What follows belongs to an exercise in optimizing a design on an open flow for small area and a short achievable clock period; a production flow would make more cautious choices. Function was not checked in any run shown here: the RTL went through the layout flow alone. Power and IR drop assume default switching activity.

==> flow/design.v (outline; a module is shown in full before it is edited, if it fits) <==
// module logical: 90 lines
// module arithmetic: 149 lines
// module multiplier: 927 lines
// module ALU: 50 lines
module ALU(
input clk,
input [15:0] a, b,
input [3*8:0] op,
output [31:0] out
    );
  // ...
==> flow/flow/run.sh <==
#!/bin/bash
# Layout flow: the standard ORFS flow, with
#  - the generated multiplier and adder modules mapped gate for gate onto cells (flow/map_cells.py)
#    before synthesis, so Yosys keeps their adder structure as written;
#  - small port buffers and a timing-repair slack target.
set -euo pipefail
MARGIN=$(cat flow/margin.txt 2>/dev/null || echo 0)
BUF=$(cat flow/portbuf.txt 2>/dev/null || echo sky130_fd_sc_hd__buf_2)
python3 flow/map_cells.py design.v design_mapped.v > map_cells.log 2>&1
bash standard.sh "VERILOG_FILES=$PWD/design_mapped.v" "BUFFER_PORTS_ARGS=-buffer_cell $BUF" "SETUP_SLACK_MARGIN=$MARGIN" finish > standard.log 2>&1
==> flow/flow/map_cells.py <==
#!/usr/bin/env python3
"""Maps the generated modules of design.v (multiplier, arithmetic, logical) gate for gate onto sky130
cells before synthesis. In those modules each gate is one assign driving a net named KIND_N
(KIND_N_s / KIND_N_c for the sum and carry of an adder); KIND names the cell. Other lines are
kept; the multiplier's product register becomes dfxtp cells named as Yosys names them.
usage: map_cells.py design.v out.v"""
import re, sys

CELL = {
    'inv': ('inv_1', ['A'], ['Y']),
    'nand2': ('nand2_1', ['A', 'B'], ['Y']),
    'nor2': ('nor2_1', ['A', 'B'], ['Y']),
    'fa': ('fa_1', ['A', 'B', 'CIN'], ['SUM', 'COUT']),
    'ha': ('ha_1', ['A', 'B'], ['SUM', 'COUT']),
    'xor2': ('xor2_1', ['A', 'B'], ['X']),
    'xnor2': ('xnor2_1', ['A', 'B'], ['Y']),
    'a21oi': ('a21oi_1', ['A1', 'A2', 'B1'], ['Y']),
    'o21ai': ('o21ai_0', ['A1', 'A2', 'B1'], ['Y']),
    'a222oi': ('a222oi_1', ['A1', 'A2', 'B1', 'B2', 'C1', 'C2'], ['Y']),
    'a22oi': ('a22oi_1', ['A1', 'A2', 'B1', 'B2'], ['Y']),
    'nand3': ('nand3_1', ['A', 'B', 'C'], ['Y']),
    'and2': ('and2_1', ['A', 'B'], ['X']),
}
# drive strength by fanout inside the module: (fanout at least, cell)
SIZES = {
    'inv': [(4, 'inv_2'), (8, 'inv_4')],
    'nand2': [(4, 'nand2_2')],
    'nor2': [(4, 'nor2_2'), (8, 'nor2_4')],
    'a21oi': [(4, 'a21oi_2'), (8, 'a21oi_4')],
    'o21ai': [(3, 'o21ai_1'), (5, 'o21ai_2'), (9, 'o21ai_4')],
    'and2': [(4, 'and2_2'), (8, 'and2_4')],
}
IDENT = r'[A-Za-z_][A-Za-z0-9_]*(?:\s*\[\s*\d+\s*\])?'
GATE = re.compile(r'\s*assign\s+((' + '|'.join(CELL) + r')_(\d+)(?:_([sc]))?)\s*=\s*([^;]*);\s*$')


def map_module(mod):
    gates = {}
    out = []
    for line in mod.split('\n'):
        m = GATE.match(line)
        if not m:
            out.append(line)
            continue
        lhs, kind, idx, part, rhs = m.groups()
        ins = []
        for t in re.findall(IDENT, rhs):
            t = re.sub(r'\s+', '', t)
            if t not in ins:
                ins.append(t)
        e = gates.get(idx)
        if e is None:
            e = gates[idx] = {'kind': kind, 'ins': None, 'outs': {}, 'pos': len(out)}
            out.append(None)
        if part in (None, 's'):
            e['ins'] = ins
        e['outs'][part] = lhs
    fanout = {}
    for e in gates.values():
        for s in e['ins']:
            fanout[s] = fanout.get(s, 0) + 1
    for line in out:
        if line is not None and not line.lstrip().startswith('sky130'):
            for t in re.findall(IDENT, line):
                fanout[t] = fanout.get(t, 0) + 1
    for idx, e in gates.items():
        cell, ip, op = CELL[e['kind']]
        outs0 = list(e['outs'].values())
        fo = max(fanout.get(o, 0) for o in outs0)
        for lim, big in SIZES.get(e['kind'], []):
            if fo >= lim:
                cell = big
        assert len(e['ins']) == len(ip), (idx, e)
        outs = [e['outs'][None]] if None in e['outs'] else [e['outs']['s'], e['outs']['c']]
        pins = [f'.{p}({s})' for p, s in zip(ip, e['ins'])] + \
               [f'.{p}({s})' for p, s in zip(op, outs)]
        out[e['pos']] = f'sky130_fd_sc_hd__{cell} g{idx} (' + ', '.join(pins) + ');'
    text = '\n'.join(out)
    m = re.search(r'always\s*@\s*\(\s*posedge\s+clk\s*\)\s*C\s*<=\s*prod\s*;', text)
    if m:
        regs = '\n'.join(f'sky130_fd_sc_hd__dfxtp_1 \\C[{c}]$_DFF_P_  (.CLK(clk), .D(prod[{c}]), .Q(C[{c}]));'
                         for c in range(32))
        text = text[:m.start()] + regs + text[m.end():]
        text = re.sub(r'output\s+reg\s+\[31:0\]\s*C', 'output [31:0] C', text)
    return text, len(gates)


src = open(sys.argv[1]).read()
total = 0
for name in ('multiplier', 'arithmetic', 'logical'):
    m = re.search(r'module\s+' + name + r'\s*\(.*?\bendmodule\b', src, re.S)
    if m:
        text, n = map_module(m.group(0))
        src = src[:m.start()] + text + src[m.end():]
        total += n
open(sys.argv[2], 'w').write(src)
print(f'mapped {total} gates', file=sys.stderr)
==> flow/standard.sh <==
#!/bin/bash
# synth_recipe.tcl (not shown) runs the flow's synth.tcl, then flattens the netlist and writes it again
# the make line also repeats each setting of config.mk as NAME=value (left out here)
make -C /OpenROAD-flow-scripts/flow DESIGN_CONFIG=/design/flow/config.mk WORK_HOME=/design/flow/orfs CLKGATE_MAP_FILE= SYNTH_SCRIPT=/design/flow/synth_recipe.tcl "${@:-finish}"
==> flow/config.mk <==
export PLATFORM = sky130hd
export DESIGN_NAME = ALU
export DESIGN_NICKNAME = ALU
export VERILOG_FILES = /design/flow/design.v
export SDC_FILE = /design/flow/constraint.sdc
export NUM_CORES = 4
export LEC_CHECK = 0
export CAP_MARGIN = 20
export CORE_MARGIN = 2
export CORE_UTILIZATION = 40
export SLEW_MARGIN = 20
==> flow/constraint.sdc <==
create_clock -name core_clock -period 28.0 [get_ports {clk}]
set_input_delay 5.6000 -clock core_clock [delete_from_list [all_inputs] [get_ports {clk}]]
set_output_delay 5.6000 -clock core_clock [all_outputs]
set_load 0.01 [all_outputs]
==> notes.md, run 1 <==
status=timing/DRC/antenna clean; Max Fclk=68.4 MHz; Mapped Nets=1,280; Yosys warnings=0; Die Ht=155 um; Top reg by flops=M.C; post-synthesis async set-or-reset flop share=0%; Die Area=0.0241 sq mm; I/O Pins=90; CTS clk-pin slew, worst paths=0.05 ns; P&R area growth vs syn=9.87%; PwrDens=16.4 mW/mm^2; CTS root buf=clkbuf_16; Post-Place Cell Area=slightly below 0.01 sq mm; EDFF count, synth=0; cell count of the worst hold path=3; Clock buffer cells=5; Worst Hold Launch=a[0]; multi-input logic area=0.00819 sq mm; Leak=0.00507 uW; internal power=104 uW; total clock network power=63.2 uW; clock share of power=about two fifths; net switching fraction of the power=37.1%; DR iter-0 viols=815; antenna violations before repair=0; Via density=about 5.8; relative slew slack=31.1%; hold slack=5.80 ns; layout cells sized above 1=16.0%; hold crit path type=input port to register; unrepaired setup endpoints after global routing=no; Post-Route Setup TNS=0 ns; Crit Path Category=input port to primary output; clk buf depth=2; mux contribution to synthesized area=0.109%; DP Worst Slack=roughly 13 ns; Net Sw Power=61.3 uW; top post-synthesis cells by count=278 x nor2_1, 198 x fa_1, 68 x xor2_1, 49 x xnor2_1, 46 x nand2_1; GRT Util Overall=24.5%; Arr. time, crit path=around 9 ns; number of global-route vias before repair=8,587; WL met1=roughly 12,000 um; total grt overflow=0; DR WL met3=1940 um
==> module logical, before the edit <==
module logical(input [15:0] a, p, g, s, m, input k_g, k_p, k_a, inv, as, left, rol, right, asr, ror, mul, cmp, co, ne, output [15:0] x);
wire inv_20001, a222oi_20002, xor2_20003, a222oi_20004, a22oi_20005, nand3_20006, a222oi_20007, xor2_20008, a222oi_20009, a22oi_20010, nand3_20011, a222oi_20012, xor2_20013, a222oi_20014, a22oi_20015, nand3_20016;
wire a222oi_20017, xor2_20018, a222oi_20019, a22oi_20020, nand3_20021, a222oi_20022, xor2_20023, a222oi_20024, a22oi_20025, nand3_20026, a222oi_20027, xor2_20028, a222oi_20029, a22oi_20030, nand3_20031, a222oi_20032;
wire xor2_20033, a222oi_20034, a22oi_20035, nand3_20036, a222oi_20037, xor2_20038, a222oi_20039, a22oi_20040, nand3_20041, a222oi_20042, xor2_20043, a222oi_20044, a22oi_20045, nand3_20046, a222oi_20047, xor2_20048;
wire a222oi_20049, a22oi_20050, nand3_20051, a222oi_20052, xor2_20053, a222oi_20054, a22oi_20055, nand3_20056, a222oi_20057, xor2_20058, a222oi_20059, a22oi_20060, nand3_20061, a222oi_20062, xor2_20063, a222oi_20064;
wire a22oi_20065, nand3_20066, a222oi_20067, xor2_20068, a222oi_20069, a22oi_20070, nand3_20071, a222oi_20072, xor2_20073, a222oi_20074, a22oi_20075, nand3_20076, a222oi_20077, xor2_20078, a222oi_20079, a222oi_20080;
wire nand3_20081;
assign inv_20001 = ~co;
assign a222oi_20002 = ~((k_g & g[0]) | (k_p & p[0]) | (k_a & a[0]));
assign xor2_20003 = a222oi_20002 ^ inv;
assign a222oi_20004 = ~((as & s[0]) | (rol & a[15]) | (right & a[1]));
assign a22oi_20005 = ~((mul & m[0]) | (cmp & ne));
assign nand3_20006 = ~(a222oi_20004 & a22oi_20005 & xor2_20003);
assign a222oi_20007 = ~((k_g & g[1]) | (k_p & p[1]) | (k_a & a[1]));
assign xor2_20008 = a222oi_20007 ^ inv;
assign a222oi_20009 = ~((as & s[1]) | (left & a[0]) | (right & a[2]));
assign a22oi_20010 = ~((mul & m[1]) | (cmp & inv_20001));
assign nand3_20011 = ~(a222oi_20009 & a22oi_20010 & xor2_20008);
assign a222oi_20012 = ~((k_g & g[2]) | (k_p & p[2]) | (k_a & a[2]));
assign xor2_20013 = a222oi_20012 ^ inv;
assign a222oi_20014 = ~((as & s[2]) | (left & a[1]) | (right & a[3]));
assign a22oi_20015 = ~((mul & m[2]) | (cmp & inv_20001));
assign nand3_20016 = ~(a222oi_20014 & a22oi_20015 & xor2_20013);
assign a222oi_20017 = ~((k_g & g[3]) | (k_p & p[3]) | (k_a & a[3]));
assign xor2_20018 = a222oi_20017 ^ inv;
assign a222oi_20019 = ~((as & s[3]) | (left & a[2]) | (right & a[4]));
assign a22oi_20020 = ~((mul & m[3]) | (cmp & inv_20001));
assign nand3_20021 = ~(a222oi_20019 & a22oi_20020 & xor2_20018);
assign a222oi_20022 = ~((k_g & g[4]) | (k_p & p[4]) | (k_a & a[4]));
assign xor2_20023 = a222oi_20022 ^ inv;
assign a222oi_20024 = ~((as & s[4]) | (left & a[3]) | (right & a[5]));
assign a22oi_20025 = ~((mul & m[4]) | (cmp & inv_20001));
assign nand3_20026 = ~(a222oi_20024 & a22oi_20025 & xor2_20023);
assign a222oi_20027 = ~((k_g & g[5]) | (k_p & p[5]) | (k_a & a[5]));
assign xor2_20028 = a222oi_20027 ^ inv;
assign a222oi_20029 = ~((as & s[5]) | (left & a[4]) | (right & a[6]));
assign a22oi_20030 = ~((mul & m[5]) | (cmp & inv_20001));
assign nand3_20031 = ~(a222oi_20029 & a22oi_20030 & xor2_20028);
assign a222oi_20032 = ~((k_g & g[6]) | (k_p & p[6]) | (k_a & a[6]));
assign xor2_20033 = a222oi_20032 ^ inv;
assign a222oi_20034 = ~((as & s[6]) | (left & a[5]) | (right & a[7]));
assign a22oi_20035 = ~((mul & m[6]) | (cmp & inv_20001));
assign nand3_20036 = ~(a222oi_20034 & a22oi_20035 & xor2_20033);
assign a222oi_20037 = ~((k_g & g[7]) | (k_p & p[7]) | (k_a & a[7]));
assign xor2_20038 = a222oi_20037 ^ inv;
assign a222oi_20039 = ~((as & s[7]) | (left & a[6]) | (right & a[8]));
assign a22oi_20040 = ~((mul & m[7]) | (cmp & inv_20001));
assign nand3_20041 = ~(a222oi_20039 & a22oi_20040 & xor2_20038);
assign a222oi_20042 = ~((k_g & g[8]) | (k_p & p[8]) | (k_a & a[8]));
assign xor2_20043 = a222oi_20042 ^ inv;
assign a222oi_20044 = ~((as & s[8]) | (left & a[7]) | (right & a[9]));
assign a22oi_20045 = ~((mul & m[8]) | (cmp & inv_20001));
assign nand3_20046 = ~(a222oi_20044 & a22oi_20045 & xor2_20043);
assign a222oi_20047 = ~((k_g & g[9]) | (k_p & p[9]) | (k_a & a[9]));
assign xor2_20048 = a222oi_20047 ^ inv;
assign a222oi_20049 = ~((as & s[9]) | (left & a[8]) | (right & a[10]));
assign a22oi_20050 = ~((mul & m[9]) | (cmp & inv_20001));
assign nand3_20051 = ~(a222oi_20049 & a22oi_20050 & xor2_20048);
assign a222oi_20052 = ~((k_g & g[10]) | (k_p & p[10]) | (k_a & a[10]));
assign xor2_20053 = a222oi_20052 ^ inv;
assign a222oi_20054 = ~((as & s[10]) | (left & a[9]) | (right & a[11]));
assign a22oi_20055 = ~((mul & m[10]) | (cmp & inv_20001));
assign nand3_20056 = ~(a222oi_20054 & a22oi_20055 & xor2_20053);
assign a222oi_20057 = ~((k_g & g[11]) | (k_p & p[11]) | (k_a & a[11]));
assign xor2_20058 = a222oi_20057 ^ inv;
assign a222oi_20059 = ~((as & s[11]) | (left & a[10]) | (right & a[12]));
assign a22oi_20060 = ~((mul & m[11]) | (cmp & inv_20001));
assign nand3_20061 = ~(a222oi_20059 & a22oi_20060 & xor2_20058);
assign a222oi_20062 = ~((k_g & g[12]) | (k_p & p[12]) | (k_a & a[12]));
assign xor2_20063 = a222oi_20062 ^ inv;
assign a222oi_20064 = ~((as & s[12]) | (left & a[11]) | (right & a[13]));
assign a22oi_20065 = ~((mul & m[12]) | (cmp & inv_20001));
assign nand3_20066 = ~(a222oi_20064 & a22oi_20065 & xor2_20063);
assign a222oi_20067 = ~((k_g & g[13]) | (k_p & p[13]) | (k_a & a[13]));
assign xor2_20068 = a222oi_20067 ^ inv;
assign a222oi_20069 = ~((as & s[13]) | (left & a[12]) | (right & a[14]));
assign a22oi_20070 = ~((mul & m[13]) | (cmp & inv_20001));
assign nand3_20071 = ~(a222oi_20069 & a22oi_20070 & xor2_20068);
assign a222oi_20072 = ~((k_g & g[14]) | (k_p & p[14]) | (k_a & a[14]));
assign xor2_20073 = a222oi_20072 ^ inv;
assign a222oi_20074 = ~((as & s[14]) | (left & a[13]) | (right & a[15]));
assign a22oi_20075 = ~((mul & m[14]) | (cmp & inv_20001));
assign nand3_20076 = ~(a222oi_20074 & a22oi_20075 & xor2_20073);
assign a222oi_20077 = ~((k_g & g[15]) | (k_p & p[15]) | (k_a & a[15]));
assign xor2_20078 = a222oi_20077 ^ inv;
assign a222oi_20079 = ~((as & s[15]) | (left & a[14]) | (asr & a[15]));
assign a222oi_20080 = ~((mul & m[15]) | (cmp & inv_20001) | (ror & a[0]));
assign nand3_20081 = ~(a222oi_20079 & a222oi_20080 & xor2_20078);
assign x = {nand3_20081, nand3_20076, nand3_20071, nand3_20066, nand3_20061, nand3_20056, nand3_20051, nand3_20046, nand3_20041, nand3_20036, nand3_20031, nand3_20026, nand3_20021, nand3_20016, nand3_20011, nand3_20006};
endmodule
==> module ALU, before the edit <==
module ALU(
input clk,
input [15:0] a, b,
input [3*8:0] op,
output [31:0] out
    );
wire [7:0] c0 = op[7:0], c1 = op[15:8], c2 = op[23:16];
wire z2  = (op[24:16] == 9'd0);          
wire z1  = z2 & (c1 == 8'd0);            
wire t3  = ~op[24];                      
wire is_mul  = z1 & (c0 == "*");
wire is_add  = z1 & (c0 == "+");
wire is_sub  = z1 & (c0 == "-");
wire is_not  = z1 & (c0 == "~");
wire is_or   = z1 & (c0 == "|");
wire is_and  = z1 & (c0 == "&");
wire is_xor  = z1 & (c0 == "^");
wire tl      = z2 & (c1 == "~");
wire is_nand = tl & (c0 == "&");
wire is_nor  = tl & (c0 == "|");
wire is_xnor = tl & (c0 == "^");
wire is_shl  = z2 & (c1 == "<") & (c0 == "<");
wire is_shr  = z2 & (c1 == ">") & (c0 == ">");
wire as_     = t3 & (c2 == "a") & (c1 == "s");
wire ro_     = t3 & (c2 == "r") & (c1 == "o");
wire is_asl  = as_ & (c0 == "l");
wire is_asr  = as_ & (c0 == "r");
wire is_rol  = ro_ & (c0 == "l");
wire is_ror  = ro_ & (c0 == "r");
wire is_cmp  = t3 & (c2 == "c") & (c1 == "m") & (c0 == "p");
wire [15:0] s, p, g;
wire co;
arithmetic AA1(.A(a), .B(b), .o(op[2:0]), .S(s), .Cout(co), .p(p), .g(g));
wire ne = ~&p;                           
wire [31:0] m;
multiplier M(.clk(clk), .A1(a), .B1(b), .en(is_mul), .C(m));
wire as = is_add | is_sub;
logical L(.a(a), .p(p), .g(g), .s(s), .m(m[15:0]),
  .k_g(is_and | is_or | is_nand | is_nor),
  .k_p(is_or | is_xor | is_nor | is_xnor),
  .k_a(is_not),
  .inv(is_not | is_nand | is_nor | is_xnor),
  .as(as),
  .left(is_shl | is_asl | is_rol), .rol(is_rol),
  .right(is_shr | is_asr | is_ror), .asr(is_asr), .ror(is_ror),
  .mul(is_mul), .cmp(is_cmp), .co(co), .ne(ne),
  .x(out[15:0]));
assign out[16]    = (is_add & co) | (is_mul & m[16]);
assign out[31:17] = {15{is_mul}} & m[31:17];
endmodule
==> inputs of run 2 (changes only) <==
--- a/flow/design.v
+++ b/flow/design.v
@@ -1,239 +1,239 @@
-module logical(input [15:0] a, p, g, s, m, input k_g, k_p, k_a, inv, as, left, rol, right, asr, ror, mul, cmp, co, ne, output [15:0] x);
-wire inv_20001, a222oi_20002, xor2_20003, a222oi_20004, a22oi_20005, nand3_20006, a222oi_20007, xor2_20008, a222oi_20009, a22oi_20010, nand3_20011, a222oi_20012, xor2_20013, a222oi_20014, a22oi_20015, nand3_20016;
-wire a222oi_20017, xor2_20018, a222oi_20019, a22oi_20020, nand3_20021, a222oi_20022, xor2_20023, a222oi_20024, a22oi_20025, nand3_20026, a222oi_20027, xor2_20028, a222oi_20029, a22oi_20030, nand3_20031, a222oi_20032;
-wire xor2_20033, a222oi_20034, a22oi_20035, nand3_20036, a222oi_20037, xor2_20038, a222oi_20039, a22oi_20040, nand3_20041, a222oi_20042, xor2_20043, a222oi_20044, a22oi_20045, nand3_20046, a222oi_20047, xor2_20048;
-wire a222oi_20049, a22oi_20050, nand3_20051, a222oi_20052, xor2_20053, a222oi_20054, a22oi_20055, nand3_20056, a222oi_20057, xor2_20058, a222oi_20059, a22oi_20060, nand3_20061, a222oi_20062, xor2_20063, a222oi_20064;
-wire a22oi_20065, nand3_20066, a222oi_20067, xor2_20068, a222oi_20069, a22oi_20070, nand3_20071, a222oi_20072, xor2_20073, a222oi_20074, a22oi_20075, nand3_20076, a222oi_20077, xor2_20078, a222oi_20079, a222oi_20080;
-wire nand3_20081;
-assign inv_20001 = ~co;
-assign a222oi_20002 = ~((k_g & g[0]) | (k_p & p[0]) | (k_a & a[0]));
-assign xor2_20003 = a222oi_20002 ^ inv;
-assign a222oi_20004 = ~((as & s[0]) | (rol & a[15]) | (right & a[1]));
-assign a22oi_20005 = ~((mul & m[0]) | (cmp & ne));
-assign nand3_20006 = ~(a222oi_20004 & a22oi_20005 & xor2_20003);
-assign a222oi_20007 = ~((k_g & g[1]) | (k_p & p[1]) | (k_a & a[1]));
-assign xor2_20008 = a222oi_20007 ^ inv;
-assign a222oi_20009 = ~((as & s[1]) | (left & a[0]) | (right & a[2]));
-assign a22oi_20010 = ~((mul & m[1]) | (cmp & inv_20001));
-assign nand3_20011 = ~(a222oi_20009 & a22oi_20010 & xor2_20008);
-assign a222oi_20012 = ~((k_g & g[2]) | (k_p & p[2]) | (k_a & a[2]));
-assign xor2_20013 = a222oi_20012 ^ inv;
-assign a222oi_20014 = ~((as & s[2]) | (left & a[1]) | (right & a[3]));
-assign a22oi_20015 = ~((mul & m[2]) | (cmp & inv_20001));
-assign nand3_20016 = ~(a222oi_20014 & a22oi_20015 & xor2_20013);
-assign a222oi_20017 = ~((k_g & g[3]) | (k_p & p[3]) | (k_a & a[3]));
-assign xor2_20018 = a222oi_20017 ^ inv;
-assign a222oi_20019 = ~((as & s[3]) | (left & a[2]) | (right & a[4]));
-assign a22oi_20020 = ~((mul & m[3]) | (cmp & inv_20001));
-assign nand3_20021 = ~(a222oi_20019 & a22oi_20020 & xor2_20018);
-assign a222oi_20022 = ~((k_g & g[4]) | (k_p & p[4]) | (k_a & a[4]));
-assign xor2_20023 = a222oi_20022 ^ inv;
-assign a222oi_20024 = ~((as & s[4]) | (left & a[3]) | (right & a[5]));
-assign a22oi_20025 = ~((mul & m[4]) | (cmp & inv_20001));
-assign nand3_20026 = ~(a222oi_20024 & a22oi_20025 & xor2_20023);
-assign a222oi_20027 = ~((k_g & g[5]) | (k_p & p[5]) | (k_a & a[5]));
-assign xor2_20028 = a222oi_20027 ^ inv;
-assign a222oi_20029 = ~((as & s[5]) | (left & a[4]) | (right & a[6]));
-assign a22oi_20030 = ~((mul & m[5]) | (cmp & inv_20001));
-assign nand3_20031 = ~(a222oi_20029 & a22oi_20030 & xor2_20028);
-assign a222oi_20032 = ~((k_g & g[6]) | (k_p & p[6]) | (k_a & a[6]));
-assign xor2_20033 = a222oi_20032 ^ inv;
-assign a222oi_20034 = ~((as & s[6]) | (left & a[5]) | (right & a[7]));
-assign a22oi_20035 = ~((mul & m[6]) | (cmp & inv_20001));
-assign nand3_20036 = ~(a222oi_20034 & a22oi_20035 & xor2_20033);
-assign a222oi_20037 = ~((k_g & g[7]) | (k_p & p[7]) | (k_a & a[7]));
-assign xor2_20038 = a222oi_20037 ^ inv;
-assign a222oi_20039 = ~((as & s[7]) | (left & a[6]) | (right & a[8]));
-assign a22oi_20040 = ~((mul & m[7]) | (cmp & inv_20001));
-assign nand3_20041 = ~(a222oi_20039 & a22oi_20040 & xor2_20038);
-assign a222oi_20042 = ~((k_g & g[8]) | (k_p & p[8]) | (k_a & a[8]));
-assign xor2_20043 = a222oi_20042 ^ inv;
-assign a222oi_20044 = ~((as & s[8]) | (left & a[7]) | (right & a[9]));
-assign a22oi_20045 = ~((mul & m[8]) | (cmp & inv_20001));
-assign nand3_20046 = ~(a222oi_20044 & a22oi_20045 & xor2_20043);
-assign a222oi_20047 = ~((k_g & g[9]) | (k_p & p[9]) | (k_a & a[9]));
-assign xor2_20048 = a222oi_20047 ^ inv;
-assign a222oi_20049 = ~((as & s[9]) | (left & a[8]) | (right & a[10]));
-assign a22oi_20050 = ~((mul & m[9]) | (cmp & inv_20001));
-assign nand3_20051 = ~(a222oi_20049 & a22oi_20050 & xor2_20048);
-assign a222oi_20052 = ~((k_g & g[10]) | (k_p & p[10]) | (k_a & a[10]));
-assign xor2_20053 = a222oi_20052 ^ inv;
-assign a222oi_20054 = ~((as & s[10]) | (left & a[9]) | (right & a[11]));
-assign a22oi_20055 = ~((mul & m[10]) | (cmp & inv_20001));
-assign nand3_20056 = ~(a222oi_20054 & a22oi_20055 & xor2_20053);
-assign a222oi_20057 = ~((k_g & g[11]) | (k_p & p[11]) | (k_a & a[11]));
-assign xor2_20058 = a222oi_20057 ^ inv;
-assign a222oi_20059 = ~((as & s[11]) | (left & a[10]) | (right & a[12]));
-assign a22oi_20060 = ~((mul & m[11]) | (cmp & inv_20001));
-assign nand3_20061 = ~(a222oi_20059 & a22oi_20060 & xor2_20058);
-assign a222oi_20062 = ~((k_g & g[12]) | (k_p & p[12]) | (k_a & a[12]));
-assign xor2_20063 = a222oi_20062 ^ inv;
-assign a222oi_20064 = ~((as & s[12]) | (left & a[11]) | (right & a[13]));
-assign a22oi_20065 = ~((mul & m[12]) | (cmp & inv_20001));
-assign nand3_20066 = ~(a222oi_20064 & a22oi_20065 & xor2_20063);
-assign a222oi_20067 = ~((k_g & g[13]) | (k_p & p[13]) | (k_a & a[13]));
-assign xor2_20068 = a222oi_20067 ^ inv;
-assign a222oi_20069 = ~((as & s[13]) | (left & a[12]) | (right & a[14]));
-assign a22oi_20070 = ~((mul & m[13]) | (cmp & inv_20001));
-assign nand3_20071 = ~(a222oi_20069 & a22oi_20070 & xor2_20068);
-assign a222oi_20072 = ~((k_g & g[14]) | (k_p & p[14]) | (k_a & a[14]));
-assign xor2_20073 = a222oi_20072 ^ inv;
-assign a222oi_20074 = ~((as & s[14]) | (left & a[13]) | (right & a[15]));
-assign a22oi_20075 = ~((mul & m[14]) | (cmp & inv_20001));
-assign nand3_20076 = ~(a222oi_20074 & a22oi_20075 & xor2_20073);
-assign a222oi_20077 = ~((k_g & g[15]) | (k_p & p[15]) | (k_a & a[15]));
-assign xor2_20078 = a222oi_20077 ^ inv;
-assign a222oi_20079 = ~((as & s[15]) | (left & a[14]) | (asr & a[15]));
-assign a222oi_20080 = ~((mul & m[15]) | (cmp & inv_20001) | (ror & a[0]));
-assign nand3_20081 = ~(a222oi_20079 & a222oi_20080 & xor2_20078);
-assign x = {nand3_20081, nand3_20076, nand3_20071, nand3_20066, nand3_20061, nand3_20056, nand3_20051, nand3_20046, nand3_20041, nand3_20036, nand3_20031, nand3_20026, nand3_20021, nand3_20016, nand3_20011, nand3_20006};
+module logical(input [15:0] a, p, g, s, m, input k_g, k_p, k_a, inv, as, left, rol, right, asr, ror, mul, cmp, lt, ne, output [15:0] x);
+wire a222oi_20001, xor2_20002, a222oi_20003, a22oi_20004, nand3_20005, a222oi_20006, xor2_20007, a222oi_20008, a22oi_20009, nand3_20010, a222oi_20011, xor2_20012, a222oi_20013, a22oi_20014, nand3_20015, a222oi_20016;
+wire xor2_20017, a222oi_20018, a22oi_20019, nand3_20020, a222oi_20021, xor2_20022, a222oi_20023, a22oi_20024, nand3_20025, a222oi_20026, xor2_20027, a222oi_20028, a22oi_20029, nand3_20030, a222oi_20031, xor2_20032;
+wire a222oi_20033, a22oi_20034, nand3_20035, a222oi_20036, xor2_20037, a222oi_20038, a22oi_20039, nand3_20040, a222oi_20041, xor2_20042, a222oi_20043, a22oi_20044, nand3_20045, a222oi_20046, xor2_20047, a222oi_20048;
+wire a22oi_20049, nand3_20050, a222oi_20051, xor2_20052, a222oi_20053, a22oi_20054, nand3_20055, a222oi_20056, xor2_20057, a222oi_20058, a22oi_20059, nand3_20060, a222oi_20061, xor2_20062, a222oi_20063, a22oi_20064;
+wire nand3_20065, a222oi_20066, xor2_20067, a222oi_20068, a22oi_20069, nand3_20070, a222oi_20071, xor2_20072, a222oi_20073, a22oi_20074, nand3_20075, a222oi_20076, xor2_20077, a222oi_20078, a222oi_20079, nand3_20080;
+assign a222oi_20001 = ~((k_g & g[0]) | (k_p & p[0]) | (k_a & a[0]));
+assign xor2_20002 = a222oi_20001 ^ inv;
+assign a222oi_20003 = ~((as & s[0]) | (rol & a[15]) | (right & a[1]));
+assign a22oi_20004 = ~((mul & m[0]) | (cmp & ne));
+assign nand3_20005 = ~(a222oi_20003 & a22oi_20004 & xor2_20002);
+assign a222oi_20006 = ~((k_g & g[1]) | (k_p & p[1]) | (k_a & a[1]));
+assign xor2_20007 = a222oi_20006 ^ inv;
+assign a222oi_20008 = ~((as & s[1]) | (left & a[0]) | (right & a[2]));
+assign a22oi_20009 = ~((mul & m[1]) | (cmp & lt));
+assign nand3_20010 = ~(a222oi_20008 & a22oi_20009 & xor2_20007);
+assign a222oi_20011 = ~((k_g & g[2]) | (k_p & p[2]) | (k_a & a[2]));
+assign xor2_20012 = a222oi_20011 ^ inv;
+assign a222oi_20013 = ~((as & s[2]) | (left & a[1]) | (right & a[3]));
+assign a22oi_20014 = ~((mul & m[2]) | (cmp & lt));
+assign nand3_20015 = ~(a222oi_20013 & a22oi_20014 & xor2_20012);
+assign a222oi_20016 = ~((k_g & g[3]) | (k_p & p[3]) | (k_a & a[3]));
+assign xor2_20017 = a222oi_20016 ^ inv;
+assign a222oi_20018 = ~((as & s[3]) | (left & a[2]) | (right & a[4]));
+assign a22oi_20019 = ~((mul & m[3]) | (cmp & lt));
+assign nand3_20020 = ~(a222oi_20018 & a22oi_20019 & xor2_20017);
+assign a222oi_20021 = ~((k_g & g[4]) | (k_p & p[4]) | (k_a & a[4]));
+assign xor2_20022 = a222oi_20021 ^ inv;
+assign a222oi_20023 = ~((as & s[4]) | (left & a[3]) | (right & a[5]));
+assign a22oi_20024 = ~((mul & m[4]) | (cmp & lt));
+assign nand3_20025 = ~(a222oi_20023 & a22oi_20024 & xor2_20022);
+assign a222oi_20026 = ~((k_g & g[5]) | (k_p & p[5]) | (k_a & a[5]));
+assign xor2_20027 = a222oi_20026 ^ inv;
+assign a222oi_20028 = ~((as & s[5]) | (left & a[4]) | (right & a[6]));
+assign a22oi_20029 = ~((mul & m[5]) | (cmp & lt));
+assign nand3_20030 = ~(a222oi_20028 & a22oi_20029 & xor2_20027);
+assign a222oi_20031 = ~((k_g & g[6]) | (k_p & p[6]) | (k_a & a[6]));
+assign xor2_20032 = a222oi_20031 ^ inv;
+assign a222oi_20033 = ~((as & s[6]) | (left & a[5]) | (right & a[7]));
+assign a22oi_20034 = ~((mul & m[6]) | (cmp & lt));
+assign nand3_20035 = ~(a222oi_20033 & a22oi_20034 & xor2_20032);
+assign a222oi_20036 = ~((k_g & g[7]) | (k_p & p[7]) | (k_a & a[7]));
+assign xor2_20037 = a222oi_20036 ^ inv;
+assign a222oi_20038 = ~((as & s[7]) | (left & a[6]) | (right & a[8]));
+assign a22oi_20039 = ~((mul & m[7]) | (cmp & lt));
+assign nand3_20040 = ~(a222oi_20038 & a22oi_20039 & xor2_20037);
+assign a222oi_20041 = ~((k_g & g[8]) | (k_p & p[8]) | (k_a & a[8]));
+assign xor2_20042 = a222oi_20041 ^ inv;
+assign a222oi_20043 = ~((as & s[8]) | (left & a[7]) | (right & a[9]));
+assign a22oi_20044 = ~((mul & m[8]) | (cmp & lt));
+assign nand3_20045 = ~(a222oi_20043 & a22oi_20044 & xor2_20042);
+assign a222oi_20046 = ~((k_g & g[9]) | (k_p & p[9]) | (k_a & a[9]));
+assign xor2_20047 = a222oi_20046 ^ inv;
+assign a222oi_20048 = ~((as & s[9]) | (left & a[8]) | (right & a[10]));
+assign a22oi_20049 = ~((mul & m[9]) | (cmp & lt));
+assign nand3_20050 = ~(a222oi_20048 & a22oi_20049 & xor2_20047);
+assign a222oi_20051 = ~((k_g & g[10]) | (k_p & p[10]) | (k_a & a[10]));
+assign xor2_20052 = a222oi_20051 ^ inv;
+assign a222oi_20053 = ~((as & s[10]) | (left & a[9]) | (right & a[11]));
+assign a22oi_20054 = ~((mul & m[10]) | (cmp & lt));
+assign nand3_20055 = ~(a222oi_20053 & a22oi_20054 & xor2_20052);
+assign a222oi_20056 = ~((k_g & g[11]) | (k_p & p[11]) | (k_a & a[11]));
+assign xor2_20057 = a222oi_20056 ^ inv;
+assign a222oi_20058 = ~((as & s[11]) | (left & a[10]) | (right & a[12]));
+assign a22oi_20059 = ~((mul & m[11]) | (cmp & lt));
+assign nand3_20060 = ~(a222oi_20058 & a22oi_20059 & xor2_20057);
+assign a222oi_20061 = ~((k_g & g[12]) | (k_p & p[12]) | (k_a & a[12]));
+assign xor2_20062 = a222oi_20061 ^ inv;
+assign a222oi_20063 = ~((as & s[12]) | (left & a[11]) | (right & a[13]));
+assign a22oi_20064 = ~((mul & m[12]) | (cmp & lt));
+assign nand3_20065 = ~(a222oi_20063 & a22oi_20064 & xor2_20062);
+assign a222oi_20066 = ~((k_g & g[13]) | (k_p & p[13]) | (k_a & a[13]));
+assign xor2_20067 = a222oi_20066 ^ inv;
+assign a222oi_20068 = ~((as & s[13]) | (left & a[12]) | (right & a[14]));
+assign a22oi_20069 = ~((mul & m[13]) | (cmp & lt));
+assign nand3_20070 = ~(a222oi_20068 & a22oi_20069 & xor2_20067);
+assign a222oi_20071 = ~((k_g & g[14]) | (k_p & p[14]) | (k_a & a[14]));
+assign xor2_20072 = a222oi_20071 ^ inv;
+assign a222oi_20073 = ~((as & s[14]) | (left & a[13]) | (right & a[15]));
+assign a22oi_20074 = ~((mul & m[14]) | (cmp & lt));
+assign nand3_20075 = ~(a222oi_20073 & a22oi_20074 & xor2_20072);
+assign a222oi_20076 = ~((k_g & g[15]) | (k_p & p[15]) | (k_a & a[15]));
+assign xor2_20077 = a222oi_20076 ^ inv;
+assign a222oi_20078 = ~((as & s[15]) | (left & a[14]) | (asr & a[15]));
+assign a222oi_20079 = ~((mul & m[15]) | (cmp & lt) | (ror & a[0]));
+assign nand3_20080 = ~(a222oi_20078 & a222oi_20079 & xor2_20077);
+assign x = {nand3_20080, nand3_20075, nand3_20070, nand3_20065, nand3_20060, nand3_20055, nand3_20050, nand3_20045, nand3_20040, nand3_20035, nand3_20030, nand3_20025, nand3_20020, nand3_20015, nand3_20010, nand3_20005};
 endmodule
-module arithmetic(input [15:0] A, input [15:0] B, input [2:0] o, output [15:0] S, output Cout, output [15:0] p, output [15:0] g);
-wire inv_10001, a21oi_10002, xor2_10003, xor2_10004, and2_10005, xor2_10006, xor2_10007, and2_10008, xor2_10009, xor2_10010, and2_10011, xor2_10012, xor2_10013, and2_10014, xor2_10015, xor2_10016;
-wire and2_10017, xor2_10018, xor2_10019, and2_10020, xor2_10021, xor2_10022, and2_10023, xor2_10024, xor2_10025, and2_10026, xor2_10027, xor2_10028, and2_10029, xor2_10030, xor2_10031, and2_10032;
-wire xor2_10033, xor2_10034, and2_10035, xor2_10036, xor2_10037, and2_10038, xor2_10039, xor2_10040, and2_10041, xor2_10042, xor2_10043, and2_10044, xor2_10045, xor2_10046, and2_10047, xor2_10048;
-wire xor2_10049, and2_10050, a21oi_10051, a21oi_10052, nand2_10053, a21oi_10054, nand2_10055, a21oi_10056, nand2_10057, a21oi_10058, nand2_10059, a21oi_10060, nand2_10061, a21oi_10062, nand2_10063, a21oi_10064;
-wire nand2_10065, inv_10066, a21oi_10067, o21ai_10068, inv_10069, a21oi_10070, inv_10071, nand2_10072, o21ai_10073, nor2_10074, inv_10075, a21oi_10076, inv_10077, nand2_10078, o21ai_10079, nor2_10080;
-wire inv_10081, a21oi_10082, inv_10083, nand2_10084, o21ai_10085, nor2_10086, a21oi_10087, inv_10088, o21ai_10089, inv_10090, o21ai_10091, a21oi_10092, a21oi_10093, nand2_10094, inv_10095, o21ai_10096;
-wire inv_10097, nand2_10098, inv_10099, o21ai_10100, inv_10101, nand2_10102, a21oi_10103, nand2_10104, inv_10105, a21oi_10106, o21ai_10107, o21ai_10108, inv_10109, a21oi_10110, o21ai_10111, inv_10112;
-wire o21ai_10113, inv_10114, o21ai_10115, o21ai_10116, a21oi_10117, xor2_10118, xnor2_10119, xnor2_10120, xor2_10121, xnor2_10122, xor2_10123, xor2_10124, xnor2_10125, xnor2_10126, xor2_10127, xor2_10128;
-wire xnor2_10129, xor2_10130, xor2_10131, xor2_10132, xor2_10133, inv_10134;
+module arithmetic(input [15:0] A, input [15:0] B, input [2:0] o, output [15:0] S, output Cout, output lt, output [15:0] p, output [15:0] g);
+wire inv_10001, a21oiX4_10002, a21oiX4_10003, xor2_10004, xor2_10005, and2_10006, xor2_10007, xor2_10008, and2_10009, xor2_10010, xor2_10011, and2_10012, xor2_10013, xor2_10014, and2_10015, xor2_10016;
+wire xor2_10017, and2_10018, xor2_10019, xor2_10020, and2_10021, xor2_10022, xor2_10023, and2_10024, xor2_10025, xor2_10026, and2_10027, xor2_10028, xor2_10029, and2_10030, xor2_10031, xor2_10032;
+wire and2_10033, xor2_10034, xor2_10035, and2_10036, xor2_10037, xor2_10038, and2_10039, xor2_10040, xor2_10041, and2_10042, xor2_10043, xor2_10044, and2_10045, xor2_10046, xor2_10047, and2_10048;
+wire xor2_10049, xor2_10050, and2_10051, a21oi_10052, a21oi_10053, nand2_10054, a21oi_10055, nand2_10056, a21oi_10057, nand2_10058, a21oi_10059, nand2_10060, a21oi_10061, nand2_10062, a21oi_10063, nand2_10064;
+wire a21oi_10065, nand2_10066, inv_10067, a21oi_10068, o21ai_10069, inv_10070, a21oi_10071, inv_10072, nand2_10073, o21ai_10074, nor2_10075, inv_10076, a21oi_10077, inv_10078, nand2_10079, o21ai_10080;
+wire nor2_10081, inv_10082, a21oi_10083, inv_10084, nand2_10085, o21ai_10086, nor2_10087, a21oi_10088, inv_10089, o21ai_10090, inv_10091, o21ai_10092, a21oi_10093, a21oi_10094, nand2_10095, inv_10096;
+wire o21ai_10097, inv_10098, nand2_10099, inv_10100, o21ai_10101, inv_10102, nand2_10103, a21oi_10104, nand2_10105, inv_10106, a21oi_10107, o21ai_10108, o21ai_10109, inv_10110, a21oi_10111, o21ai_10112;
+wire inv_10113, o21ai_10114, inv_10115, o21ai_10116, o21ai_10117, a21oiX4_10118, xor2_10119, xnor2_10120, xnor2_10121, xor2_10122, xnor2_10123, xor2_10124, xor2_10125, xnor2_10126, xnor2_10127, xor2_10128;
+wire xor2_10129, xnor2_10130, xor2_10131, xor2_10132, xor2_10133, xor2_10134, inv_10135;
 assign inv_10001 = ~o[0];
-assign a21oi_10002 = ~((inv_10001 & o[2]) | o[1]);
-assign xor2_10003 = B[0] ^ a21oi_10002;
-assign xor2_10004 = A[0] ^ xor2_10003;
-assign and2_10005 = A[0] & xor2_10003;
-assign xor2_10006 = B[1] ^ a21oi_10002;
-assign xor2_10007 = A[1] ^ xor2_10006;
-assign and2_10008 = A[1] & xor2_10006;
-assign xor2_10009 = B[2] ^ a21oi_10002;
-assign xor2_10010 = A[2] ^ xor2_10009;
-assign and2_10011 = A[2] & xor2_10009;
-assign xor2_10012 = B[3] ^ a21oi_10002;
-assign xor2_10013 = A[3] ^ xor2_10012;
-assign and2_10014 = A[3] & xor2_10012;
-assign xor2_10015 = B[4] ^ a21oi_10002;
-assign xor2_10016 = A[4] ^ xor2_10015;
-assign and2_10017 = A[4] & xor2_10015;
-assign xor2_10018 = B[5] ^ a21oi_10002;
-assign xor2_10019 = A[5] ^ xor2_10018;
-assign and2_10020 = A[5] & xor2_10018;
-assign xor2_10021 = B[6] ^ a21oi_10002;
-assign xor2_10022 = A[6] ^ xor2_10021;
-assign and2_10023 = A[6] & xor2_10021;
-assign xor2_10024 = B[7] ^ a21oi_10002;
-assign xor2_10025 = A[7] ^ xor2_10024;
-assign and2_10026 = A[7] & xor2_10024;
-assign xor2_10027 = B[8] ^ a21oi_10002;
-assign xor2_10028 = A[8] ^ xor2_10027;
-assign and2_10029 = A[8] & xor2_10027;
-assign xor2_10030 = B[9] ^ a21oi_10002;
-assign xor2_10031 = A[9] ^ xor2_10030;
-assign and2_10032 = A[9] & xor2_10030;
-assign xor2_10033 = B[10] ^ a21oi_10002;
-assign xor2_10034 = A[10] ^ xor2_10033;
-assign and2_10035 = A[10] & xor2_10033;
-assign xor2_10036 = B[11] ^ a21oi_10002;
-assign xor2_10037 = A[11] ^ xor2_10036;
-assign and2_10038 = A[11] & xor2_10036;
-assign xor2_10039 = B[12] ^ a21oi_10002;
-assign xor2_10040 = A[12] ^ xor2_10039;
-assign and2_10041 = A[12] & xor2_10039;
-assign xor2_10042 = B[13] ^ a21oi_10002;
-assign xor2_10043 = A[13] ^ xor2_10042;
-assign and2_10044 = A[13] & xor2_10042;
-assign xor2_10045 = B[14] ^ a21oi_10002;
-assign xor2_10046 = A[14] ^ xor2_10045;
-assign and2_10047 = A[14] & xor2_10045;
-assign xor2_10048 = B[15] ^ a21oi_10002;
-assign xor2_10049 = A[15] ^ xor2_10048;
-assign and2_10050 = A[15] & xor2_10048;
-assign a21oi_10051 = ~((xor2_10004 & a21oi_10002) | and2_10005);
-assign a21oi_10052 = ~((xor2_10010 & and2_10008) | and2_10011);
-assign nand2_10053 = ~(xor2_10010 & xor2_10007);
-assign a21oi_10054 = ~((xor2_10016 & and2_10014) | and2_10017);
-assign nand2_10055 = ~(xor2_10016 & xor2_10013);
-assign a21oi_10056 = ~((xor2_10022 & and2_10020) | and2_10023);
-assign nand2_10057 = ~(xor2_10022 & xor2_10019);
-assign a21oi_10058 = ~((xor2_10028 & and2_10026) | and2_10029);
-assign nand2_10059 = ~(xor2_10028 & xor2_10025);
-assign a21oi_10060 = ~((xor2_10034 & and2_10032) | and2_10035);
-assign nand2_10061 = ~(xor2_10034 & xor2_10031);
-assign a21oi_10062 = ~((xor2_10040 & and2_10038) | and2_10041);
-assign nand2_10063 = ~(xor2_10040 & xor2_10037);
-assign a21oi_10064 = ~((xor2_10046 & and2_10044) | and2_10047);
-assign nand2_10065 = ~(xor2_10046 & xor2_10043);
-assign inv_10066 = ~a21oi_10051;
-assign a21oi_10067 = ~((xor2_10007 & inv_10066) | and2_10008);
-assign o21ai_10068 = ~((nand2_10053 | a21oi_10051) & a21oi_10052);
-assign inv_10069 = ~a21oi_10054;
-assign a21oi_10070 = ~((xor2_10019 & inv_10069) | and2_10020);
-assign inv_10071 = ~nand2_10055;
-assign nand2_10072 = ~(xor2_10019 & inv_10071);
-assign o21ai_10073 = ~((nand2_10057 | a21oi_10054) & a21oi_10056);
-assign nor2_10074 = ~(nand2_10057 | nand2_10055);
-assign inv_10075 = ~a21oi_10058;
-assign a21oi_10076 = ~((xor2_10031 & inv_10075) | and2_10032);
-assign inv_10077 = ~nand2_10059;
-assign nand2_10078 = ~(xor2_10031 & inv_10077);
-assign o21ai_10079 = ~((nand2_10061 | a21oi_10058) & a21oi_10060);
-assign nor2_10080 = ~(nand2_10061 | nand2_10059);
-assign inv_10081 = ~a21oi_10062;
-assign a21oi_10082 = ~((xor2_10043 & inv_10081) | and2_10044);
-assign inv_10083 = ~nand2_10063;
-assign nand2_10084 = ~(xor2_10043 & inv_10083);
-assign o21ai_10085 = ~((nand2_10065 | a21oi_10062) & a21oi_10064);
-assign nor2_10086 = ~(nand2_10065 | nand2_10063);
-assign a21oi_10087 = ~((xor2_10013 & o21ai_10068) | and2_10014);
-assign inv_10088 = ~o21ai_10068;
-assign o21ai_10089 = ~((nand2_10055 | inv_10088) & a21oi_10054);
-assign inv_10090 = ~o21ai_10068;
-assign o21ai_10091 = ~((nand2_10072 | inv_10090) & a21oi_10070);
-assign a21oi_10092 = ~((nor2_10074 & o21ai_10068) | o21ai_10073);
-assign a21oi_10093 = ~((xor2_10037 & o21ai_10079) | and2_10038);
-assign nand2_10094 = ~(xor2_10037 & nor2_10080);
-assign inv_10095 = ~o21ai_10079;
-assign o21ai_10096 = ~((nand2_10063 | inv_10095) & a21oi_10062);
-assign inv_10097 = ~nand2_10063;
-assign nand2_10098 = ~(inv_10097 & nor2_10080);
-assign inv_10099 = ~o21ai_10079;
-assign o21ai_10100 = ~((nand2_10084 | inv_10099) & a21oi_10082);
-assign inv_10101 = ~nand2_10084;
-assign nand2_10102 = ~(inv_10101 & nor2_10080);
-assign a21oi_10103 = ~((nor2_10086 & o21ai_10079) | o21ai_10085);
-assign nand2_10104 = ~(nor2_10086 & nor2_10080);
-assign inv_10105 = ~a21oi_10092;
-assign a21oi_10106 = ~((xor2_10025 & inv_10105) | and2_10026);
-assign o21ai_10107 = ~((nand2_10059 | a21oi_10092) & a21oi_10058);
-assign o21ai_10108 = ~((nand2_10078 | a21oi_10092) & a21oi_10076);
-assign inv_10109 = ~a21oi_10092;
-assign a21oi_10110 = ~((nor2_10080 & inv_10109) | o21ai_10079);
-assign o21ai_10111 = ~((nand2_10094 | a21oi_10092) & a21oi_10093);
-assign inv_10112 = ~o21ai_10096;
-assign o21ai_10113 = ~((nand2_10098 | a21oi_10092) & inv_10112);
-assign inv_10114 = ~o21ai_10100;
-assign o21ai_10115 = ~((nand2_10102 | a21oi_10092) & inv_10114);
-assign o21ai_10116 = ~((nand2_10104 | a21oi_10092) & a21oi_10103);
-assign a21oi_10117 = ~((xor2_10049 & o21ai_10116) | and2_10050);
-assign xor2_10118 = xor2_10004 ^ a21oi_10002;
-assign xnor2_10119 = ~(xor2_10007 ^ a21oi_10051);
-assign xnor2_10120 = ~(xor2_10010 ^ a21oi_10067);
-assign xor2_10121 = xor2_10013 ^ o21ai_10068;
-assign xnor2_10122 = ~(xor2_10016 ^ a21oi_10087);
-assign xor2_10123 = xor2_10019 ^ o21ai_10089;
-assign xor2_10124 = xor2_10022 ^ o21ai_10091;
-assign xnor2_10125 = ~(xor2_10025 ^ a21oi_10092);
-assign xnor2_10126 = ~(xor2_10028 ^ a21oi_10106);
-assign xor2_10127 = xor2_10031 ^ o21ai_10107;
-assign xor2_10128 = xor2_10034 ^ o21ai_10108;
-assign xnor2_10129 = ~(xor2_10037 ^ a21oi_10110);
-assign xor2_10130 = xor2_10040 ^ o21ai_10111;
-assign xor2_10131 = xor2_10043 ^ o21ai_10113;
-assign xor2_10132 = xor2_10046 ^ o21ai_10115;
-assign xor2_10133 = xor2_10049 ^ o21ai_10116;
-assign inv_10134 = ~a21oi_10117;
-assign S = {xor2_10133, xor2_10132, xor2_10131, xor2_10130, xnor2_10129, xor2_10128, xor2_10127, xnor2_10126, xnor2_10125, xor2_10124, xor2_10123, xnor2_10122, xor2_10121, xnor2_10120, xnor2_10119, xor2_10118};
-assign Cout = inv_10134;
-assign p = {xor2_10049, xor2_10046, xor2_10043, xor2_10040, xor2_10037, xor2_10034, xor2_10031, xor2_10028, xor2_10025, xor2_10022, xor2_10019, xor2_10016, xor2_10013, xor2_10010, xor2_10007, xor2_10004};
-assign g = {and2_10050, and2_10047, and2_10044, and2_10041, and2_10038, and2_10035, and2_10032, and2_10029, and2_10026, and2_10023, and2_10020, and2_10017, and2_10014, and2_10011, and2_10008, and2_10005};
+assign a21oiX4_10002 = ~((inv_10001 & o[2]) | o[1]);
+assign a21oiX4_10003 = ~((inv_10001 & o[2]) | o[1]);
+assign xor2_10004 = B[0] ^ a21oiX4_10002;
+assign xor2_10005 = A[0] ^ xor2_10004;
+assign and2_10006 = A[0] & xor2_10004;
+assign xor2_10007 = B[1] ^ a21oiX4_10002;
+assign xor2_10008 = A[1] ^ xor2_10007;
+assign and2_10009 = A[1] & xor2_10007;
+assign xor2_10010 = B[2] ^ a21oiX4_10002;
+assign xor2_10011 = A[2] ^ xor2_10010;
+assign and2_10012 = A[2] & xor2_10010;
+assign xor2_10013 = B[3] ^ a21oiX4_10002;
+assign xor2_10014 = A[3] ^ xor2_10013;
+assign and2_10015 = A[3] & xor2_10013;
+assign xor2_10016 = B[4] ^ a21oiX4_10002;
+assign xor2_10017 = A[4] ^ xor2_10016;
+assign and2_10018 = A[4] & xor2_10016;
+assign xor2_10019 = B[5] ^ a21oiX4_10002;
+assign xor2_10020 = A[5] ^ xor2_10019;
+assign and2_10021 = A[5] & xor2_10019;
+assign xor2_10022 = B[6] ^ a21oiX4_10002;
+assign xor2_10023 = A[6] ^ xor2_10022;
+assign and2_10024 = A[6] & xor2_10022;
+assign xor2_10025 = B[7] ^ a21oiX4_10002;
+assign xor2_10026 = A[7] ^ xor2_10025;
+assign and2_10027 = A[7] & xor2_10025;
+assign xor2_10028 = B[8] ^ a21oiX4_10003;
+assign xor2_10029 = A[8] ^ xor2_10028;
+assign and2_10030 = A[8] & xor2_10028;
+assign xor2_10031 = B[9] ^ a21oiX4_10003;
+assign xor2_10032 = A[9] ^ xor2_10031;
+assign and2_10033 = A[9] & xor2_10031;
+assign xor2_10034 = B[10] ^ a21oiX4_10003;
+assign xor2_10035 = A[10] ^ xor2_10034;
+assign and2_10036 = A[10] & xor2_10034;
+assign xor2_10037 = B[11] ^ a21oiX4_10003;
+assign xor2_10038 = A[11] ^ xor2_10037;
+assign and2_10039 = A[11] & xor2_10037;
+assign xor2_10040 = B[12] ^ a21oiX4_10003;
+assign xor2_10041 = A[12] ^ xor2_10040;
+assign and2_10042 = A[12] & xor2_10040;
+assign xor2_10043 = B[13] ^ a21oiX4_10003;
+assign xor2_10044 = A[13] ^ xor2_10043;
+assign and2_10045 = A[13] & xor2_10043;
+assign xor2_10046 = B[14] ^ a21oiX4_10003;
+assign xor2_10047 = A[14] ^ xor2_10046;
+assign and2_10048 = A[14] & xor2_10046;
+assign xor2_10049 = B[15] ^ a21oiX4_10003;
+assign xor2_10050 = A[15] ^ xor2_10049;
+assign and2_10051 = A[15] & xor2_10049;
+assign a21oi_10052 = ~((xor2_10005 & a21oiX4_10002) | and2_10006);
+assign a21oi_10053 = ~((xor2_10011 & and2_10009) | and2_10012);
+assign nand2_10054 = ~(xor2_10011 & xor2_10008);
+assign a21oi_10055 = ~((xor2_10017 & and2_10015) | and2_10018);
+assign nand2_10056 = ~(xor2_10017 & xor2_10014);
+assign a21oi_10057 = ~((xor2_10023 & and2_10021) | and2_10024);
+assign nand2_10058 = ~(xor2_10023 & xor2_10020);
+assign a21oi_10059 = ~((xor2_10029 & and2_10027) | and2_10030);
+assign nand2_10060 = ~(xor2_10029 & xor2_10026);
+assign a21oi_10061 = ~((xor2_10035 & and2_10033) | and2_10036);
+assign nand2_10062 = ~(xor2_10035 & xor2_10032);
+assign a21oi_10063 = ~((xor2_10041 & and2_10039) | and2_10042);
+assign nand2_10064 = ~(xor2_10041 & xor2_10038);
+assign a21oi_10065 = ~((xor2_10047 & and2_10045) | and2_10048);
+assign nand2_10066 = ~(xor2_10047 & xor2_10044);
+assign inv_10067 = ~a21oi_10052;
+assign a21oi_10068 = ~((xor2_10008 & inv_10067) | and2_10009);
+assign o21ai_10069 = ~((nand2_10054 | a21oi_10052) & a21oi_10053);
+assign inv_10070 = ~a21oi_10055;
+assign a21oi_10071 = ~((xor2_10020 & inv_10070) | and2_10021);
+assign inv_10072 = ~nand2_10056;
+assign nand2_10073 = ~(xor2_10020 & inv_10072);
+assign o21ai_10074 = ~((nand2_10058 | a21oi_10055) & a21oi_10057);
+assign nor2_10075 = ~(nand2_10058 | nand2_10056);
+assign inv_10076 = ~a21oi_10059;
+assign a21oi_10077 = ~((xor2_10032 & inv_10076) | and2_10033);
+assign inv_10078 = ~nand2_10060;
+assign nand2_10079 = ~(xor2_10032 & inv_10078);
+assign o21ai_10080 = ~((nand2_10062 | a21oi_10059) & a21oi_10061);
+assign nor2_10081 = ~(nand2_10062 | nand2_10060);
+assign inv_10082 = ~a21oi_10063;
+assign a21oi_10083 = ~((xor2_10044 & inv_10082) | and2_10045);
+assign inv_10084 = ~nand2_10064;
+assign nand2_10085 = ~(xor2_10044 & inv_10084);
+assign o21ai_10086 = ~((nand2_10066 | a21oi_10063) & a21oi_10065);
+assign nor2_10087 = ~(nand2_10066 | nand2_10064);
+assign a21oi_10088 = ~((xor2_10014 & o21ai_10069) | and2_10015);
+assign inv_10089 = ~o21ai_10069;
+assign o21ai_10090 = ~((nand2_10056 | inv_10089) & a21oi_10055);
+assign inv_10091 = ~o21ai_10069;
+assign o21ai_10092 = ~((nand2_10073 | inv_10091) & a21oi_10071);
+assign a21oi_10093 = ~((nor2_10075 & o21ai_10069) | o21ai_10074);
+assign a21oi_10094 = ~((xor2_10038 & o21ai_10080) | and2_10039);
+assign nand2_10095 = ~(xor2_10038 & nor2_10081);
+assign inv_10096 = ~o21ai_10080;
+assign o21ai_10097 = ~((nand2_10064 | inv_10096) & a21oi_10063);
+assign inv_10098 = ~nand2_10064;
+assign nand2_10099 = ~(inv_10098 & nor2_10081);
+assign inv_10100 = ~o21ai_10080;
+assign o21ai_10101 = ~((nand2_10085 | inv_10100) & a21oi_10083);
+assign inv_10102 = ~nand2_10085;
+assign nand2_10103 = ~(inv_10102 & nor2_10081);
+assign a21oi_10104 = ~((nor2_10087 & o21ai_10080) | o21ai_10086);
+assign nand2_10105 = ~(nor2_10087 & nor2_10081);
+assign inv_10106 = ~a21oi_10093;
+assign a21oi_10107 = ~((xor2_10026 & inv_10106) | and2_10027);
+assign o21ai_10108 = ~((nand2_10060 | a21oi_10093) & a21oi_10059);
+assign o21ai_10109 = ~((nand2_10079 | a21oi_10093) & a21oi_10077);
+assign inv_10110 = ~a21oi_10093;
+assign a21oi_10111 = ~((nor2_10081 & inv_10110) | o21ai_10080);
+assign o21ai_10112 = ~((nand2_10095 | a21oi_10093) & a21oi_10094);
+assign inv_10113 = ~o21ai_10097;
+assign o21ai_10114 = ~((nand2_10099 | a21oi_10093) & inv_10113);
+assign inv_10115 = ~o21ai_10101;
+assign o21ai_10116 = ~((nand2_10103 | a21oi_10093) & inv_10115);
+assign o21ai_10117 = ~((nand2_10105 | a21oi_10093) & a21oi_10104);
+assign a21oiX4_10118 = ~((xor2_10050 & o21ai_10117) | and2_10051);
+assign xor2_10119 = xor2_10005 ^ a21oiX4_10002;
+assign xnor2_10120 = ~(xor2_10008 ^ a21oi_10052);
+assign xnor2_10121 = ~(xor2_10011 ^ a21oi_10068);
+assign xor2_10122 = xor2_10014 ^ o21ai_10069;
+assign xnor2_10123 = ~(xor2_10017 ^ a21oi_10088);
+assign xor2_10124 = xor2_10020 ^ o21ai_10090;
+assign xor2_10125 = xor2_10023 ^ o21ai_10092;
+assign xnor2_10126 = ~(xor2_10026 ^ a21oi_10093);
+assign xnor2_10127 = ~(xor2_10029 ^ a21oi_10107);
+assign xor2_10128 = xor2_10032 ^ o21ai_10108;
+assign xor2_10129 = xor2_10035 ^ o21ai_10109;
+assign xnor2_10130 = ~(xor2_10038 ^ a21oi_10111);
+assign xor2_10131 = xor2_10041 ^ o21ai_10112;
+assign xor2_10132 = xor2_10044 ^ o21ai_10114;
+assign xor2_10133 = xor2_10047 ^ o21ai_10116;
+assign xor2_10134 = xor2_10050 ^ o21ai_10117;
+assign inv_10135 = ~a21oiX4_10118;
+assign S = {xor2_10134, xor2_10133, xor2_10132, xor2_10131, xnor2_10130, xor2_10129, xor2_10128, xnor2_10127, xnor2_10126, xor2_10125, xor2_10124, xnor2_10123, xor2_10122, xnor2_10121, xnor2_10120, xor2_10119};
+assign Cout = inv_10135;
+assign p = {xor2_10050, xor2_10047, xor2_10044, xor2_10041, xor2_10038, xor2_10035, xor2_10032, xor2_10029, xor2_10026, xor2_10023, xor2_10020, xor2_10017, xor2_10014, xor2_10011, xor2_10008, xor2_10005};
+assign g = {and2_10051, and2_10048, and2_10045, and2_10042, and2_10039, and2_10036, and2_10033, and2_10030, and2_10027, and2_10024, and2_10021, and2_10018, and2_10015, and2_10012, and2_10009, and2_10006};
+assign lt = a21oiX4_10118;
 endmodule
@@ -1197,4 +1197,4 @@
 wire [15:0] s, p, g;
-wire co;
-arithmetic AA1(.A(a), .B(b), .o(op[2:0]), .S(s), .Cout(co), .p(p), .g(g));
+wire co, lt;
+arithmetic AA1(.A(a), .B(b), .o(op[2:0]), .S(s), .Cout(co), .lt(lt), .p(p), .g(g));
 wire ne = ~&p;                           
@@ -1211,3 +1211,3 @@
   .right(is_shr | is_asr | is_ror), .asr(is_asr), .ror(is_ror),
-  .mul(is_mul), .cmp(is_cmp), .co(co), .ne(ne),
+  .mul(is_mul), .cmp(is_cmp), .lt(lt), .ne(ne),
   .x(out[15:0]));
--- a/flow/flow/map_cells.py
+++ b/flow/flow/map_cells.py
@@ -33,3 +33,3 @@
 IDENT = r'[A-Za-z_][A-Za-z0-9_]*(?:\s*\[\s*\d+\s*\])?'
-GATE = re.compile(r'\s*assign\s+((' + '|'.join(CELL) + r')_(\d+)(?:_([sc]))?)\s*=\s*([^;]*);\s*$')
+GATE = re.compile(r'\s*assign\s+((' + '|'.join(CELL) + r')(?:X(\d+))?_(\d+)(?:_([sc]))?)\s*=\s*([^;]*);\s*$')
 
@@ -44,3 +44,3 @@
             continue
-        lhs, kind, idx, part, rhs = m.groups()
+        lhs, kind, size, idx, part, rhs = m.groups()
         ins = []
@@ -52,3 +52,3 @@
         if e is None:
-            e = gates[idx] = {'kind': kind, 'ins': None, 'outs': {}, 'pos': len(out)}
+            e = gates[idx] = {'kind': kind, 'size': size, 'ins': None, 'outs': {}, 'pos': len(out)}
             out.append(None)
@@ -72,2 +72,4 @@
                 cell = big
+        if e['size']:
+            cell = cell.rsplit('_', 1)[0] + '_' + e['size']
         assert len(e['ins']) == len(ip), (idx, e)
==> flow/flow/margin.txt (new file) <==
13.9
==> run 2 against run 1 <==
Hold slack improved by 0.026 ns. Utilization increased by 2.2 points. First-iteration DRC count increased by 7.6%. Flip-flop and latch count unchanged. Cell count increased by 2.4%.
==> notes.md, run 2 <==
status=timing/DRC/antenna clean; crit-path max cell delay=0.33 ns; Starting Density=approximately two fifths; Leak=0.00528 uW (+4.1%); Cells after Synth=1,008; crit-path cells=buf_2 -> inv_1 -> a21oi_4 -> buf_12 -> xor2_1 -> xor2_2 -> a21oi_1 -> o21ai_1 -> a21oi_4 -> inv_1 -> a21oi_1 -> xnor2_1 -> a222oi_1 -> nand3_1 -> buf_2; GP Congestion=0.929; Synth Flop Type=dfxtp_1; Crit Path Category=input port to primary output; GRT Util Overall=24.8% (+0.33 points); CTS Buf Count=5; Synth Area per Inst=9.10 sq um; Largest regs=M.C (32); clk sinks=32; top post-synthesis cells by count=278 x nor2_1, 198 x fa_1, 68 x xor2_1, 49 x xnor2_1, 46 x nand2_1; top post-synthesis cells by area=fa_1 43%, nor2_1 11%, dfxtp_1 7.0%; count of pins over their slew limit=0; worst setup margin=13.97 ns; final std cells w/o fill=1,411; clk buf depth=2 (unchanged); # rows=55; Die Ht=155 um (+0.11%); WL final=approximately 29,000 um; CTS clk-pin slew, worst paths=0.05 ns (about the same); Critical Path End Type=primary output; H-tree Lvls=2; Worst Hold Launch=a[0]; register area share after synthesis=6.98%; cell count of the worst hold path=3 (unchanged); Synth cell types=49; count leader, synth=nor2_1; first-pass GRT wire length=~47,000 um; dominant cell type by area after synthesis=fa_1; Detail Placement HPWL=just over 20,000 um; WP data required=22.40 ns; Yosys warnings=0 (unchanged); Via density=5.81 (-0.13%); layout cells sized above 1=20.7% (+4.7 points); largest net degree at the start of global routing=33; antenna violations before repair=0 (unchanged); startpoint types=input port; # DRC=0; Fillers=2,208; Hold EP=M.C[0]$_DFF_P_; number of global-route vias before repair=8,502 (-0.99%); DR iter-0 viols=877 (+7.6%); Die W=155 um; diode count=0; PwrDens=17.0 mW/mm^2 (+3.5%); Mapped Nets=1,280 (unchanged); port bufs=a little under 90; P&R area growth vs syn=15.0%; relative slew slack=32.6% (+1.5 points); fin util=46.7%; EDFF count, synth=0 (unchanged); placed cell count=1,371; unrepaired setup endpoints after global routing=yes; flops & latches, synth=32; most frequent cells in the layout=278 x nor2_1, 198 x fa_1, 89 x buf_2; DP Worst Slack=13.66 ns (+0.229 ns); DRT Pass-1 Iters=9; Antenna Violating Nets Remaining=0; I/O Pins=90 (unchanged); Arr. time, crit path=8.43 ns (-0.58 ns); wire per inst=20.9 um; Final nets=1,398; hold crit path type=input port to register; CTS root buf=clkbuf_16; Post-Syn Area=0.00918 sq mm; Max Fclk=71.3 MHz (+4.2%); Yosys top cell area share=43.2%; total grt overflow=0 (unchanged); fin crit share=50.1%; final setup violating endpoints=0; Worst Tran Pin Value=1.01 ns; final hold violation count=0; Core Area=between 0.02 and 0.025 sq mm; Max-Cap Viols=0; Die Area=0.0242 sq mm (+0.23%); Peak supply drop=19.6 uV; commonest non-fill, non-tap cell in the layout=nor2_1; max reg flops=32; Post-Route Setup TNS=0 ns (unchanged); CP Max Fanout=10; CTS tree=yes; DR vias=a little over 8,000; Power, Total=179 uW; slowest CP cell=a222oi_1; post-layout minimum cycle time=14.03 ns; post-synthesis async set-or-reset flop share=0% (unchanged); Top reg by flops=M.C
## run 2: stage by stage
step / hold WS (ns) / cell area, sq um
detailed placement: 6.09 / 9920
global route: 5.85 / 10600
floorplan: 5.76 / 9180
global placement: 6.09 / 9920
finish: 5.83 / 10600
CTS: 5.82 / 10200
## run 2: worst max-delay path by stage
| stage | from | end | slack (ns) | depth (start not counted) |
|---|---|---|---|---|
| 3_3_place_gp | op[0] | out[15] | 13.75 | 13 |
| 2_1_floorplan | op[10] | out[0] | 13.98 | 7 |
| 3_5_place_dp | op[0] | out[15] | 13.66 | 13 |
| 4_1_cts | op[0] | out[4] | 13.91 | 15 |
| 6_report | op[0] | out[11] | 13.97 | 15 |
| 5_1_grt | op[0] | out[9] | 13.82 | 14 |
## run 2: repair_timing
action | in CTS | in global routing
setup endpoints to repair | 17 | 16
buffers inserted | 4 | 29
gates resized for setup | 5 | 24
pin swaps | 3 | 16
hold buffers | 0 | 0
hold endpoints to repair | 0 | 0
## run 2: logic make-up after synthesis
family          share of synthesized area (%)
compound gates                           10.6
xor+xnor                                 11.2
fa+ha+maj                                45.4
buf+inv                                  3.75
flops                                    6.98
mux                                     0.109
simple gates                             22.0
## run 2: where the power goes
| part | internal [uW] | switching (uW) |
|---|---|---|
| clock network | 37.4 | 22.0 |
| logic | 27.9 | 46.5 |
| registers | 45.5 | 0.00000350 |
| total | 111 | 68.5 |
## run 2: area by class of cell
class                      count  area (sq um)  area share (%)
tap                          285           357            3.38
sequential                    32           641            6.07
timing repair buffer         129           783            7.42
inverter                      45           209            1.98
multi-input combinational    913          8410            79.7
clock buffer                   7           153            1.45
## run 2: critical path, delay by kind of cell
| family | cells | cell delay, ns |
|---|---|---|
| compound gates | 6 | 1.34 |
| xor+xnor | 3 | 0.55 |
| buf+inv | 5 | 0.76 |
| simple gates | 1 | 0.18 |
## run 2: layer usage
layer	part of all wire, %	global-route usage, %	wire length [um]	vias to the layer above
li1	-	-	-	3577
met1	41	34.4	12100	4176
met2	48	41.2	14200	404
met3	8.7	4.57	2570	45
met4	2.0	4.67	579	0
met5	0	0	0	-

separate check: timing with driven ports:
Ports are ideal in the flow. The routed layouts listed here were re-timed in OpenROAD. Step 1: set_driving_cell puts a clkbuf_16 on clk and a buf_2 on each other input, an assumption about the parent block. Step 2 times the ports against the registers' clock, not the clock port: input delays grow and output delays shrink by t, the midpoint of the rising clock arrivals with the driver on. Three values: ideal ports, drivers, drivers and shift; two values: the first two.
| run | t, ns | slack for setup (ns) | clock arrival spread, ns |
|---|---|---|---|
| run 1 | 0.324 | 13.388 / 13.365 / 13.365 | 0.010 / 0.009 |
| run 2 | 0.325 | 13.974 / 13.951 / 13.951 | 0.006 / 0.006 |
After both steps every run listed still meets setup and hold.
